Context: an optimization exercise on an open-source flow, tuned for small area, a short achievable clock period and few clock cycles. The choices shown serve that exercise and are no tape-out recipe. Function not checked in this run: the RTL went through the layout flow alone.

==> flow/design.v <==
`timescale 1ns / 1ps
module iterative_divider #(
    parameter K = 2
) (
    input  wire [16:0] t_in,       
    input  wire [15:0] v,          
    input  wire [4:0]  pos,        
    input  wire [6:0]  wx,
    input  wire [6:0]  wy,
    input  wire [16:0] accx_in,
    input  wire        satx_in,
    input  wire [15:0] accy_in,
    input  wire        saty_in,
    output reg  [16:0] t_out,
    output reg  [16:0] accx_out,
    output reg         satx_out,
    output reg  [15:0] accy_out,
    output reg         saty_out
);
    integer i;
    reg [17:0] d;
    reg        q, qa;
    reg [18:0] ax;
    reg [17:0] ay;
    always @* begin
        t_out    = t_in;
        accx_out = accx_in;
        satx_out = satx_in;
        accy_out = accy_in;
        saty_out = saty_in;
        for (i = 0; i < K; i = i + 1) begin
            d  = {1'b0, t_out} - {2'b0, v};
            q  = ~d[17];
            t_out = q ? {d[15:0], 1'b0} : {t_out[15:0], 1'b0};
            qa = q & (pos < 5'd16 + i);
            ax = {1'b0, accx_out, 1'b0} + (qa ? {12'd0, wx} : 19'd0);
            ay = {1'b0, accy_out, 1'b0} + (qa ? {11'd0, wy} : 18'd0);
            if (pos >= i) begin
                accx_out = ax[16:0];
                satx_out = satx_out | (|ax[18:17]);
                accy_out = ay[15:0];
                saty_out = saty_out | (|ay[17:16]);
            end
        end
    end
endmodule
`timescale 1ns / 1ps
module physics_engine #(
    parameter SCREEN_WIDTH = 320,
    parameter SCREEN_HEIGHT = 240
    ) (
    input  wire        clk,
    input  wire        resetn,
    input  wire        fire,
    input  wire [15:0] axi_Z_dist,
    input  wire [15:0] axi_arrow_vel,
    input  wire [7:0]  wind_x_in,
    input  wire [7:0]  wind_y_in,
    input  wire [8:0]  aim_x,
    input  wire [7:0]  aim_y,
    output reg         result_valid,
    output reg [8:0]   land_x,
    output reg [7:0]   land_y
);
    localparam K = 3;
    function [19:0] norm16;      
        input [15:0] x;
        reg   [15:0] y;
        reg   [3:0]  n;
        begin
            y = x; n = 4'd0;
            if (y[15:8] == 8'd0) begin y = {y[7:0], 8'd0};  n[3] = 1'b1; end
            if (y[15:12] == 4'd0) begin y = {y[11:0], 4'd0}; n[2] = 1'b1; end
            if (y[15:14] == 2'd0) begin y = {y[13:0], 2'd0}; n[1] = 1'b1; end
            if (y[15] == 1'b0)    begin y = {y[14:0], 1'b0}; n[0] = 1'b1; end
            norm16 = {n, y};
        end
    endfunction
    wire [19:0] nz = norm16(axi_Z_dist);
    wire [19:0] nv = norm16(axi_arrow_vel);
    wire [5:0]  s  = 6'd8 + {2'b0, nv[19:16]} - {2'b0, nz[19:16]};
    wire        zero_q = (axi_arrow_vel == 16'd0) || (axi_Z_dist == 16'd0) || s[5];
    reg         busy;
    reg  [4:0]  pos;
    reg  [16:0] t;
    reg  [15:0] vn;
    reg  [6:0]  wxm, wym;
    reg         wxn, wyn;
    reg  [8:0]  ax;
    reg  [7:0]  ay;
    reg  [16:0] accx;
    reg  [15:0] accy;
    reg         satx, saty;
    wire [16:0] t_nx;
    wire [16:0] accx_nx;
    wire [15:0] accy_nx;
    wire        satx_nx, saty_nx;
    iterative_divider #(.K(K)) core (
        .t_in(t), .v(vn), .pos(pos), .wx(wxm), .wy(wym),
        .accx_in(accx), .satx_in(satx), .accy_in(accy), .saty_in(saty),
        .t_out(t_nx), .accx_out(accx_nx), .satx_out(satx_nx),
        .accy_out(accy_nx), .saty_out(saty_nx));
    wire last = (pos < K);
    always @(posedge clk) begin
        if (!resetn) begin
            busy         <= 1'b0;
            result_valid <= 1'b0;
        end else begin
            result_valid <= 1'b0;
            if (fire) begin
                busy         <= ~zero_q;
                result_valid <= zero_q;
            end else if (busy) begin
                if (last) begin
                    busy         <= 1'b0;
                    result_valid <= 1'b1;
                end
            end
        end
    end
    always @(posedge clk) begin
        if (fire) begin
            t    <= {1'b0, nz[15:0]};
            vn   <= nv[15:0];
            pos  <= s[4:0];
            wxm  <= wind_x_in[6:0];
            wym  <= wind_y_in[6:0];
            wxn  <= wind_x_in[7];
            wyn  <= wind_y_in[7];
            ax   <= aim_x;
            ay   <= aim_y;
            accx <= 17'd0;
            accy <= 16'd0;
            satx <= 1'b0;
            saty <= 1'b0;
        end else if (busy) begin
            t    <= t_nx;
            pos  <= pos - K;
            accx <= accx_nx;
            accy <= accy_nx;
            satx <= satx_nx;
            saty <= saty_nx;
        end
    end
    wire [8:0] dx = accx[16:8];
    wire [7:0] dy = accy[15:8];
    wire [9:0] sum_x = {1'b0, ax} + {1'b0, dx};
    wire [8:0] sum_y = {1'b0, ay} + {1'b0, dy};
    wire [8:0] dif_x = ax - dx;
    wire [7:0] dif_y = ay - dy;
    always @* begin
        if (wxn)
            land_x = (satx || dx > ax) ? 9'd0 :
                     (dif_x >= SCREEN_WIDTH) ? SCREEN_WIDTH - 1 : dif_x;
        else
            land_x = (satx || sum_x >= SCREEN_WIDTH) ? SCREEN_WIDTH - 1 : sum_x[8:0];
        if (wyn)
            land_y = (saty || dy > ay) ? 8'd0 :
                     (dif_y >= SCREEN_HEIGHT) ? SCREEN_HEIGHT - 1 : dif_y;
        else
            land_y = (saty || sum_y >= SCREEN_HEIGHT) ? SCREEN_HEIGHT - 1 : sum_y[7:0];
    end
endmodule
==> flow/run.sh <==
#!/bin/bash
# synth_recipe.tcl (not shown) runs the flow's synth.tcl, then flattens the netlist and writes it again
# the make line also repeats each setting of config.mk as NAME=value (left out here)
make -C /OpenROAD-flow-scripts/flow DESIGN_CONFIG=/design/flow/config.mk WORK_HOME=/design/flow/orfs CLKGATE_MAP_FILE= SYNTH_SCRIPT=/design/flow/synth_recipe.tcl finish
==> flow/config.mk <==
export PLATFORM = sky130hd
export DESIGN_NAME = physics_engine
export DESIGN_NICKNAME = physics_engine
export VERILOG_FILES = /design/flow/design.v
export SDC_FILE = /design/flow/constraint.sdc
export NUM_CORES = 4
export LEC_CHECK = 0
export CAP_MARGIN = 20
export CORE_MARGIN = 2
export CORE_UTILIZATION = 40
export SLEW_MARGIN = 20
==> flow/constraint.sdc <==
create_clock -name core_clock -period 6.0 [get_ports {clk}]
set_input_delay 1.2000 -clock core_clock [delete_from_list [all_inputs] [get_ports {clk}]]
set_output_delay 1.2000 -clock core_clock [all_outputs]
set_load 0.01 [all_outputs]
==> metrics.csv <==
stage;metric;value;unit
logic_synthesis;EDFF count, synth;70;
clock_network;Num Clock Sinks;108;
sta;achievable frequency;127.0;MHz
sta;final setup vio count;48;
logic_synthesis;post-synthesis sequential area ratio;21.55;%
die;Die ar.;34680;sq um
status;status;failed layout checks;
logic_synthesis;Gate Count Post-Synth;1668;
clock_network;CTS tree;done;
global_route;first-pass GRT wire length;68.43;mm
global_route;antenna violations before repair;0;
final_layout;P&R area growth vs syn;38.34;%
clock_network;clock-pin slew on the worst setup and hold paths;0.09;ns
sta;unrepaired setup endpoints after global routing;true;
setup_path;Crit. End Element;flop;
detailed_routing;Via density;5.645;
global_route;number of global-route vias before repair;13789;
logic_synthesis;post-synthesis register bit count;108;
sta;min Tclk post-route;7.874;ns
setup_path;Req. time, crit path;6.23;ns
status;Fail Reasons;negative setup slack;
placed_design;HPWL after DPL;32.20;mm
clock_network;Worst-Skew Late Latency;0.40;ns
die;Starting Density;40.72;%
detailed_routing;ANT nets after route;0;
die;Ports;86;
logic_synthesis;top_reg_cell synth;edfxtp_1;
sta;Rel. slew slack;25.50;%
clock_network;cts bufs inserted;9;
sta;final clock skew;0.01616;ns
setup_path;Worst setup SP type;flop;
setup_path;Worst Reg-to-Reg Cells;36;
detailed_routing;Pre-Repair DR Iteration Count;5;
setup_path;CP max stage delay;0.52;ns
final_layout;# nets final;2242;
logic_synthesis;Avg Cell Area, Syn;7.963;sq um
placed_design;routability cong.;0.8956;
detailed_routing;vias;14006;
sta;Hold Vio Cnt, Final;0;
die;Die Y;186.2;um
die;placement row count;66;
setup_path;Worst EP arrival;8.10;ns
worst_hold_path;Hold Path Stages;2;
logic_synthesis;Post-synth ARST share;0;%
sta;max-slew violation count;0;
detailed_routing;routed wire length per instance;17.23;um
setup_path;worst-path maximum fanout;5;
logic_synthesis;Synth Net Count;1876;
detailed_routing;initial drt markers;669;
clock_network;Clock Root Buffer;clkbuf_16;
die;Chip Width;186.2;um
sta;Tightest Pin Transition;1.110;ns
final_layout;layout cell share with drive strength beyond 1;27.86;%
clock_network;H-tree Lvls;3;
final_layout;post-layout util;56.33;%
logic_synthesis;Ys Warns;2;
worst_hold_path;Hold Path Class;reg2reg;
setup_path;delay-heaviest family, CP;compound AO/OA/AOI/OAI gates;
placed_design;port bufs;85;
global_route;total gr overflow;0;
global_route;total global-route track usage;24.78;%
setup_path;most frequent cell on the critical path;a21o_1;
sta;post-route clock period utilization;131.2;%
run;Max Cap Violations;0;
setup_path;critical path class;reg2reg;
logic_synthesis;Cell variety after synth;87;
clock_network;clk buf depth;2;
logic_synthesis;Post-Syn Area;13280;sq um
detailed_routing;drt drc;0;
sta;post-layout worst setup margin;-1.874;ns
sta;WHS;0.4829;ns
setup_path;Worst path depth;36;
setup_path;slowest CP cell;or4_4;
setup_path;Buf+Inv Stages, Crit Path;2;
final_layout;Antenna diodes;0;
global_route;largest net degree at the start of global routing;73;
detailed_routing;DRT Wirelength;42.76;mm
die;core area;32620;sq um
-- stage by stage --
| step | std cells | setup TNS [ns] | setup WS (ns) | instance area, sq um |
|---|---|---|---|---|
| 2_1_floorplan | 1668 | -43.93 | -1.923 | 13690 |
| 3_3_place_gp | 2412 | -58.50 | -2.082 | 16910 |
| 3_5_place_dp | 2412 | -66.08 | -2.262 | 16910 |
| 4_1_cts | 2485 | -42.28 | -1.742 | 18060 |
| 5_1_grt | 2481 | -61.84 | -2.168 | 18370 |
| 6_report | 2481 | -46.97 | -1.874 | 18370 |
-- cell families after synthesis --
kind of cell	after synthesis	synth area share, %
buffers and inverters	169	4.861
xor gates and xnor gates	97	6.453
DFF	108	21.55
muxes	73	5.860
AOI/OAI and AO/OA	559	27.82
adders and majority gates	140	13.92
and+or+nand+nor	522	19.53
-- timing repair --
action / 4_1_cts / 5_1_grt
setup endpoints to repair: 51 / 51
pin swaps: 75 / 70
hold buffers: 0 / 0
buffers inserted: 58 / 15
cloned: 1 / 0
gates resized for setup: 95 / 69
-- worst min-delay path, delay by kind of cell (launching register included) --
family | cells | cell delay [ns]
simple gates | 1 | 0.06
flops | 1 | 0.33
compound gates | 1 | 0.05
-- sequential cells by signal (all words and copies together), names as in the netlist, 5 cells and up --
name	flops
wym	7
wxm	7
t	17
vn	16
ay	8
accx	17
accy	16
ax	9
pos	5
-- path summary, 6_finish.rpt --
kind	start	endpoint	slack [ns]
worst max-delay path	t[5]	satx	-1.87
worst min-delay path	accx[2]	accx[2]	0.48
worst max register to register	t[5]	satx	-1.87
worst min register to register	accx[2]	accx[2]	0.48
-- per-layer routing --
layer | routed length (um) | share of wire, % | track usage (%)
met1 | 18030 | 42 | 28.35
met2 | 21470 | 50 | 45.58
met3 | 1406 | 3.3 | 2.921
met4 | 1846 | 4.3 | 12.19
met5 | 0 | 0 | 0
-- final cells by class --
cell class                 instances  area (sq um)
clock buffer                       9         225.2
tap                              442         553.0
multi-input combinational       1392         10850
clock inverter                     7         51.30
fill                            3005         14240
timing repair buffer             423          3458
sequential                       108          2864
inverter                         100         375.4
-- cell usage in the layout (no fill, tap or decap), types with 12 or more instances in the layout --
| cell type | instances |
|---|---|
| edfxtp_1 | 70 |
| nand2b_1 | 13 |
| and3_1 | 20 |
| a21oi_2 | 22 |
| mux2_2 | 19 |
| ha_1 | 102 |
| a21o_1 | 48 |
| a211oi_1 | 36 |
| inv_1 | 91 |
| nand3_1 | 40 |
| o21a_1 | 28 |
| o21ai_0 | 102 |
| clkdlybuf4s50_1 | 84 |
| nand2_1 | 129 |
| o211ai_1 | 27 |
| nor2b_1 | 13 |
| dfxtp_1 | 37 |
| a31oi_1 | 12 |
| o21bai_1 | 14 |
| nand4_1 | 15 |
| a21oi_1 | 116 |
| xnor2_1 | 63 |
| ha_4 | 23 |
| nor4_1 | 13 |
| buf_4 | 322 |
| xor2_1 | 27 |
| o21ai_1 | 14 |
| nor3_1 | 32 |
| or3_1 | 13 |
| nor2_1 | 121 |
| mux2i_1 | 36 |
| and2_1 | 37 |
| buf_6 | 16 |
-- synth_stat cells, types with 9 or more instances --
| cell | instances | share of area [%] |
|---|---|---|
| o21ai_0 | 115 | 4.3 |
| a21oi_1 | 142 | 5.4 |
| ha_1 | 127 | 12 |
| and3_1 | 27 | 1.3 |
| nand3_1 | 45 | 1.7 |
| a311oi_1 | 10 | 0.66 |
| edfxtp_1 | 70 | 16 |
| o22ai_1 | 10 | 0.47 |
| inv_1 | 97 | 2.7 |
| nand2_1 | 131 | 3.7 |
| mux2i_1 | 44 | 3.3 |
| a211oi_1 | 45 | 2.5 |
| a21o_1 | 48 | 2.7 |
| xor2_1 | 27 | 1.8 |
| nand4_1 | 15 | 0.71 |
| xnor2_1 | 69 | 4.6 |
| nor2b_1 | 16 | 0.75 |
| nand2b_1 | 16 | 0.75 |
| and2_1 | 38 | 1.8 |
| mux2_2 | 28 | 2.4 |
| o21a_1 | 30 | 1.7 |
| or4_1 | 9 | 0.51 |
| o211ai_1 | 27 | 1.5 |
| dfxtp_1 | 38 | 5.7 |
| nor2_1 | 129 | 3.6 |
| fa_1 | 13 | 2.0 |
| nor3_1 | 35 | 1.3 |
| o21bai_1 | 14 | 0.79 |
| nor4_1 | 14 | 0.66 |
| a31oi_1 | 13 | 0.61 |
| or3_1 | 14 | 0.66 |
| clkbuf_1 | 56 | 1.6 |
| o21ai_1 | 9 | 0.34 |

[separate check: timing with driven ports]
No port has a modelled driver above. Below, the same layout with a new extraction and two added sets of constraints. Step 1 (the two cells are an assumption about what drives the block):
set clk [get_ports {clk}]
set_driving_cell -lib_cell sky130_fd_sc_hd__clkbuf_16 $clk
set_driving_cell -lib_cell sky130_fd_sc_hd__buf_2 [delete_from_list [all_inputs] $clk]
Step 2 times the ports against the registers' clock, not the clock port: input delays grow and output delays shrink by t, the midpoint of the rising clock arrivals with the driver on. Slacks: ideal / step 1 / step 2; pairs: ideal / step 1.
t (ns): 0.444
slack for setup (ns): -1.874 / -1.874 / -1.874
hold WS [ns]: 0.483 / 0.483 / 0.483
latest minus earliest clock arrival (ns): 0.016 / 0.016
pins driven straight from the clock port: 1
The setup slack of this run moves by 0.000 ns with the drivers and by 0.000 ns with both steps.
